This is an optimization exercise on Yosys and OpenROAD, whose aim is small area and a short achievable clock period, not a production implementation.
No driver is modelled on the clock port, so clock power and skew are understated where the tree is cut down; a real chip needs a root buffer or a tree.

## run a
==> flow/design.v (excerpt) <==
module alu #(parameter DATA_WIDTH = 32, OP = 3)
(
    input wire start,
    input wire clk,
    input wire reset_n,
    input wire [DATA_WIDTH - 1 : 0] A,
    input wire [DATA_WIDTH - 1 : 0] B,
    input wire [OP - 1 : 0] op,
    output wire [DATA_WIDTH - 1 : 0] result,
    output reg done
);
For scale: ~1900 cells after synthesis, about 150 flip-flops, ~100 I/O pins, about 0.019 mm^2 of cells after synthesis.
make LEC_CHECK=0 CAP_MARGIN=20 CORE_MARGIN=2 CORE_UTILIZATION=45 SETUP_SLACK_MARGIN=5 SLEW_MARGIN=20 SYNTH_HIERARCHICAL=1 SYNTH_MINIMUM_KEEP_SIZE=0 finish   # period 9.5 ns
run.sh (not shown) runs the stock make flow with config.mk's settings and CLKGATE_MAP_FILE= SYNTH_SCRIPT=/design/flow/synth_recipe.tcl, a recipe that flattens the netlist after the stock synthesis.
Changes in run b relative to run a:
Settings: swapping 5 for 4.5 in SETUP_SLACK_MARGIN.
Findings:
- Looking at the reports, run b completed the entire flow and the layout it produced met the timing, DRC and antenna checks.
- Summary — minimum period implied by the final worst setup slack, run b relative to run a: higher, by 0.054 ns.
- Per the comparison of run b with run a, share of cell area taken by flip-flops and latches now sits at about the same level; cell count now sits lower; non-clock buffer count now sits lower; estimated wirelength of the detail-placed design now sits lower.
- Register-to-register slack ended up 0.39 ns lower on run b than on run a.
No run of this note included a check of the RTL's function; only the layout flow was run.

========
== run A ==
Another version of the RTL of alu (not shown whole).
For scale: about 1700 cells after synthesis, ~150 flip-flops, about 0.018 mm2 of cells after synthesis.
Settings: LEC_CHECK=0, CAP_MARGIN=20, CORE_MARGIN=2, CORE_UTILIZATION=45, CTS_BUF_LIST=sky130_fd_sc_hd__clkbuf_4 sky130_fd_sc_hd__clkbuf_8, SETUP_SLACK_MARGIN=5, SLEW_MARGIN=20, SYNTH_HIERARCHICAL=1, SYNTH_MINIMUM_KEEP_SIZE=0; clock period 9.5 ns.
standard.sh (not shown) runs the stock make flow with config.mk's settings and CLKGATE_MAP_FILE= SYNTH_SCRIPT=/design/flow/synth_recipe.tcl, a recipe that flattens the netlist after the stock synthesis.
==> flow/flow/run.sh <==
#!/bin/bash
# The standard layout flow (standard.sh: ORFS with the standard flow's config and standard synthesis),
# with these changes:
#  - after floorplan, prep.tcl sets combinational cells to drive strength 1 and changes the
#    full adders on the slowest paths to the faster fah_1 cell;
#  - the ports are buffered with buf_2 cells (ORFS would pick clkdlybuf4s50_1 delay cells);
#  - repair_timing aims at a setup slack margin of 5.35 ns.
set -e
export BUFFER_PORTS_ARGS="-buffer_cell sky130_fd_sc_hd__buf_2"
bash standard.sh SETUP_SLACK_MARGIN=5.35 floorplan > standard_floorplan.log 2>&1
res=$(ls -d orfs/results/*/alu/base)
ODB_IN=$res/2_floorplan.odb SDC_IN=$res/2_floorplan.sdc \
  LIB_FILE=$FLOW_HOME/platforms/sky130hd/lib/sky130_fd_sc_hd__tt_025C_1v80.lib \
  FAH_WINDOW=0.3 FAH_ROUNDS=1 \
  openroad -no_splash -exit flow/prep.tcl > prep.log 2>&1
bash standard.sh SETUP_SLACK_MARGIN=5.35 finish > standard.log 2>&1
Other scripts of this flow, unchanged in this note and not shown: flow/flow/prep.tcl
The inputs of run B differ from those of run A as listed below.
--- a/flow/flow/run.sh
+++ b/flow/flow/run.sh
@@ -6,6 +6,6 @@
 #  - the ports are buffered with buf_2 cells (ORFS would pick clkdlybuf4s50_1 delay cells);
-#  - repair_timing aims at a setup slack margin of 5.35 ns.
+#  - repair_timing aims at a setup slack margin of 5 ns.
 set -e
 export BUFFER_PORTS_ARGS="-buffer_cell sky130_fd_sc_hd__buf_2"
-bash standard.sh SETUP_SLACK_MARGIN=5.35 floorplan > standard_floorplan.log 2>&1
+bash standard.sh SETUP_SLACK_MARGIN=5 floorplan > standard_floorplan.log 2>&1
 res=$(ls -d orfs/results/*/alu/base)
@@ -15,2 +15,2 @@
   openroad -no_splash -exit flow/prep.tcl > prep.log 2>&1
-bash standard.sh SETUP_SLACK_MARGIN=5.35 finish > standard.log 2>&1
+bash standard.sh SETUP_SLACK_MARGIN=5 finish > standard.log 2>&1
### Flow results
- Delta (run B minus run A): design area shows a reduction of 4.8%, proportion of cell area spent on the clock network higher.
- Of the two values seen for slowest stage cell on the critical path, fa_1 was produced by run A and dfxtp_2 by run B.
- Relative to run A, transition at the pin with the smallest max-transition slack has gone up in run B.
## Diff of input files: run C against run B
--- a/flow/flow/run.sh
+++ b/flow/flow/run.sh
@@ -6,6 +6,6 @@
 #  - the ports are buffered with buf_2 cells (ORFS would pick clkdlybuf4s50_1 delay cells);
-#  - repair_timing aims at a setup slack margin of 5 ns.
+#  - repair_timing aims at a setup slack margin of 5.2 ns.
 set -e
 export BUFFER_PORTS_ARGS="-buffer_cell sky130_fd_sc_hd__buf_2"
-bash standard.sh SETUP_SLACK_MARGIN=5 floorplan > standard_floorplan.log 2>&1
+bash standard.sh SETUP_SLACK_MARGIN=5.2 floorplan > standard_floorplan.log 2>&1
 res=$(ls -d orfs/results/*/alu/base)
@@ -15,2 +15,2 @@
   openroad -no_splash -exit flow/prep.tcl > prep.log 2>&1
-bash standard.sh SETUP_SLACK_MARGIN=5 finish > standard.log 2>&1
+bash standard.sh SETUP_SLACK_MARGIN=5.2 finish > standard.log 2>&1
Notes after the runs:
- In the flow results for run B and run C, the area added between synthesis and finish is larger on run C.
- In run C relative to run B, wire length per cell had gone up slightly.
- Area of the multi-input gates in run C is about 0.8% above run B.
Input changes introduced in run D (baseline for comparison: run C):
--- a/flow/flow/run.sh
+++ b/flow/flow/run.sh
@@ -6,2 +6,3 @@
 #  - the ports are buffered with buf_2 cells (ORFS would pick clkdlybuf4s50_1 delay cells);
+#  - clock tree synthesis uses clkbuf_4 / clkbuf_8 and adds no dummy loads;
 #  - repair_timing aims at a setup slack margin of 5.2 ns.
@@ -9,2 +10,3 @@
 export BUFFER_PORTS_ARGS="-buffer_cell sky130_fd_sc_hd__buf_2"
+export CTS_ARGS="-sink_clustering_enable -repair_clock_nets -dont_use_dummy_load -buf_list {sky130_fd_sc_hd__clkbuf_4 sky130_fd_sc_hd__clkbuf_8}"
 bash standard.sh SETUP_SLACK_MARGIN=5.2 floorplan > standard_floorplan.log 2>&1
==> run summary <==
For run C and run D, there was not a single run that failed to finish clean.
The fraction of final layout cells sized beyond drive strength 1 of run D falls short of that of run C by 0.91 points.
Going from run C to run D, worst setup slack shrinks by 0.015 ns.
Run D vs. run C: minimum clock period went up by 0.015 ns.
Wire length after detailed routing across run C and run D: no real change.
Sort run C and run D by met3 layer usage reported by global route, descending, and run C comes first.
Against run C as the reference, run D delivers a higher global routing usage on met2.
The via count number comes out lower for run D vs run C.
Going from run C to run D, total of cells resized after clock tree synthesis shrinks by 5.
Part of the cycle the worst path needs, run C and run D: lower on run C
No run of this note included a check of the RTL's function; only the layout flow was run.

========
alu again, from the RTL that the note above started with.
clock: 9.5 ns
lec_check: 0
cap_margin: 20
core_margin: 2
core_utilization: 45
setup_slack_margin: 5
slew_margin: 20
synth_hierarchical: 1
synth_minimum_keep_size: 0
==> flow/flow/run.sh <==
#!/bin/bash
# The standard layout flow (standard.sh: ORFS with the standard flow's config and standard synthesis),
# with these changes:
#  - after floorplan, prep.tcl sets combinational cells to drive strength 1 (and gives
#    registers with a large fanout a stronger drive), so that the resizer, which sees the
#    placement, chooses the sizes;
#    (prep.tcl also changes the full adders on the slowest paths to the faster fah_1 cell);
#  - the ports are buffered with buf_2 cells (ORFS would pick clkdlybuf4s50_1 delay cells);
#  - the clock tree is two levels of clkbuf_16 buffers: 4 driven by the clock port, 8 leaf
#    buffers each at the centre of a group of registers (clock_tree.tcl, run by ORFS's cts
#    step in place of TritonCTS);
#  - repair_timing aims at a setup slack margin of 5.1 ns.
set -e
export BUFFER_PORTS_ARGS="-buffer_cell sky130_fd_sc_hd__buf_2"
export PRE_CTS_TCL=$(pwd)/flow/clock_tree.tcl
export CLK_GROUPS=8
export CLK_ROOTS=4
bash standard.sh SETUP_SLACK_MARGIN=5.1 floorplan > standard_floorplan.log 2>&1
res=$(ls -d orfs/results/*/alu/base)
ODB_IN=$res/2_floorplan.odb SDC_IN=$res/2_floorplan.sdc FLOP_FANOUT=8 FAH_WINDOW=0.3 FAH_ROUNDS=1 \
  LIB_FILE=$FLOW_HOME/platforms/sky130hd/lib/sky130_fd_sc_hd__tt_025C_1v80.lib openroad -no_splash -exit flow/prep.tcl > prep.log 2>&1
bash standard.sh SETUP_SLACK_MARGIN=5.1 finish > standard.log 2>&1
==> flow/flow/prep.tcl <==
# Runs on the floorplan database, before placement:
#  1. every combinational cell that synthesis gave a larger drive strength is set back to
#     its drive-1 version; the resizer, which sees the placement, sizes cells afterwards;
#  2. registers whose output drives more than FLOP_FANOUT pins get the drive-4 version of
#     their cell (same cell type, larger drive strength);
#  3. the full adders (fa_1) on the slowest register-to-register paths are changed to the
#     faster full-adder cell fah_1 (same function; its carry input pin is named CI).
read_db $::env(ODB_IN)
set db [ord::get_db]
set block [ord::get_db_block]
set n 0
set f 0
foreach inst [$block getInsts] {
  set m [$inst getMaster]
  set name [$m getName]
  if {[$m isSequential]} {
    if {[regexp {^(sky130_fd_sc_hd__dfxtp)_([0-9]+)$} $name -> base size]} {
      set q [$inst findITerm Q]
      set net [$q getNet]
      if {$net ne "NULL" && [llength [$net getITerms]] - 1 > $::env(FLOP_FANOUT)} {
        $inst swapMaster [$db findMaster ${base}_4]
        incr f
      }
    }
    continue
  }
  if {[regexp {^(sky130_fd_sc_hd__[a-z0-9]+)_([0-9]+)$} $name -> base size] && $size > 1} {
    if {[string match "*df*" $base] || [string match "*dl*" $base] || [string match "*clk*" $base]} { continue }
    set new [$db findMaster ${base}_1]
    if {$new ne "NULL"} { $inst swapMaster $new; incr n }
  }
}
puts "downsized $n instances, upsized $f registers"
read_liberty $::env(LIB_FILE)
read_sdc $::env(SDC_IN)
proc fa_to_fah {inst} {
  set block [ord::get_db_block]
  set fahm [[ord::get_db] findMaster sky130_fd_sc_hd__fah_1]
  set name [$inst getName]
  set conns {}
  foreach it [$inst getITerms] {
    set net [$it getNet]
    if {$net ne "NULL"} { lappend conns [[$it getMTerm] getName] $net }
  }
  odb::dbInst_destroy $inst
  set new [odb::dbInst_create $block $fahm $name]
  foreach {mt net} $conns {
    if {$mt eq "CIN"} { set mt CI }
    [$new findITerm $mt] connect $net
  }
}
set window $::env(FAH_WINDOW)
set rounds $::env(FAH_ROUNDS)
set total 0
for {set r 0} {$r < $rounds} {incr r} {
  set fas {}
  foreach inst [$block getInsts] {
    if {[[$inst getMaster] getName] eq "sky130_fd_sc_hd__fa_1"} {
      set nm [$inst getName]
      set s [expr {min([get_property [get_pins $nm/SUM] slack_max], [get_property [get_pins $nm/COUT] slack_max])}]
      lappend fas [list $s $inst]
    }
  }
  if {[llength $fas] == 0} { break }
  set fas [lsort -real -index 0 $fas]
  set worst [lindex $fas 0 0]
  set k 0
  foreach e $fas {
    if {[lindex $e 0] < $worst + $window} { fa_to_fah [lindex $e 1]; incr k }
  }
  incr total $k
  puts "round $r: worst fa slack $worst, changed $k full adders"
}
puts "changed $total full adders to fah_1"
report_checks -from [all_registers -clock_pins] -to [all_registers -data_pins] -format end
report_design_area
write_db $::env(ODB_IN)
Other scripts of this flow, unchanged in this note and not shown: flow/flow/clock_tree.tcl
The first run passed the timing, DRC and antenna checks.
==> next run, changes <==
--- a/flow/flow/run.sh
+++ b/flow/flow/run.sh
@@ -6,3 +6,2 @@
 #    placement, chooses the sizes;
-#    (prep.tcl also changes the full adders on the slowest paths to the faster fah_1 cell);
 #  - the ports are buffered with buf_2 cells (ORFS would pick clkdlybuf4s50_1 delay cells);
@@ -18,5 +17,3 @@
 bash standard.sh SETUP_SLACK_MARGIN=5.1 floorplan > standard_floorplan.log 2>&1
-res=$(ls -d orfs/results/*/alu/base)
-ODB_IN=$res/2_floorplan.odb SDC_IN=$res/2_floorplan.sdc FLOP_FANOUT=8 FAH_WINDOW=0.3 FAH_ROUNDS=1 \
-  LIB_FILE=$FLOW_HOME/platforms/sky130hd/lib/sky130_fd_sc_hd__tt_025C_1v80.lib openroad -no_splash -exit flow/prep.tcl > prep.log 2>&1
+ODB_IN=$(ls -d orfs/results/*/alu/base)/2_floorplan.odb FLOP_FANOUT=8 openroad -no_splash -exit flow/prep.tcl > prep.log 2>&1
 bash standard.sh SETUP_SLACK_MARGIN=5.1 finish > standard.log 2>&1
==> flow/flow/prep.tcl (replaced) <==
# Runs on the floorplan database, before placement:
#  1. every combinational cell that synthesis gave a larger drive strength is set back to
#     its drive-1 version; the resizer, which sees the placement, sizes cells afterwards;
#  2. registers whose output drives more than FLOP_FANOUT pins get the drive-4 version of
#     their cell (same cell type, larger drive strength).
read_db $::env(ODB_IN)
set db [ord::get_db]
set block [ord::get_db_block]
set n 0
set f 0
foreach inst [$block getInsts] {
  set m [$inst getMaster]
  set name [$m getName]
  if {[$m isSequential]} {
    if {[regexp {^(sky130_fd_sc_hd__dfxtp)_([0-9]+)$} $name -> base size]} {
      set q [$inst findITerm Q]
      set net [$q getNet]
      if {$net ne "NULL" && [llength [$net getITerms]] - 1 > $::env(FLOP_FANOUT)} {
        $inst swapMaster [$db findMaster ${base}_4]
        incr f
      }
    }
    continue
  }
  if {[regexp {^(sky130_fd_sc_hd__[a-z0-9]+)_([0-9]+)$} $name -> base size] && $size > 1} {
    if {[string match "*df*" $base] || [string match "*dl*" $base] || [string match "*clk*" $base]} { continue }
    set new [$db findMaster ${base}_1]
    if {$new ne "NULL"} { $inst swapMaster $new; incr n }
  }
}
puts "downsized $n instances, upsized $f registers"
write_db $::env(ODB_IN)
Outcome: Core utilization went down by 0.32 points; wire length came out higher by a little under a tenth; final area fell slightly; area after synthesis stays the same; setup slack degrades by 0.033 ns.
No run of this note included a check of the RTL's function; only the layout flow was run. In every run of this note, the design's own scripts or RTL, not TritonCTS, make the clock network.

-- what the ideal ports hide --
In the flow no input, the clock included, has a driving cell. The finished layouts below were timed again as built, in two steps.
Step 1 (the two cells are an assumption about what drives the block):
set clk [get_ports {clk}]
set_driving_cell -lib_cell sky130_fd_sc_hd__clkbuf_16 $clk
set_driving_cell -lib_cell sky130_fd_sc_hd__buf_2 [delete_from_list [all_inputs] $clk]
Step 2, shift: input delay + t, output delay - t, t = (earliest + latest rising clock arrival at the registers) / 2. This alone moves slack from input paths to output paths.
Slacks: no drivers / after step 1 / after step 2; pairs: no drivers / after step 1.
run | t, ns | setup slack, ns | worst setup path at the end
run a of note 1 | 0.525 | 4.394 / 4.338 / 4.863 | register to output
run b of note 1 | 0.513 | 4.340 / 4.285 / 4.691 | register to register
run A of note 2 | 0.579 | 5.426 / 5.387 / 5.426 | register to register
run B of note 2 | 0.579 | 5.069 / 5.069 / 5.069 | register to register
run C of note 2 | 0.591 | 5.334 / 5.285 / 5.340 | register to register
run D of note 2 | 0.571 | 5.319 / 5.267 / 5.353 | register to register
the first run of note 3 | 0.413 | 5.212 / 5.202 / 5.212 | register to register
the second run of note 3 | 0.404 | 5.179 / 5.179 / 5.179 | register to register
After both steps every run listed still meets setup and hold.
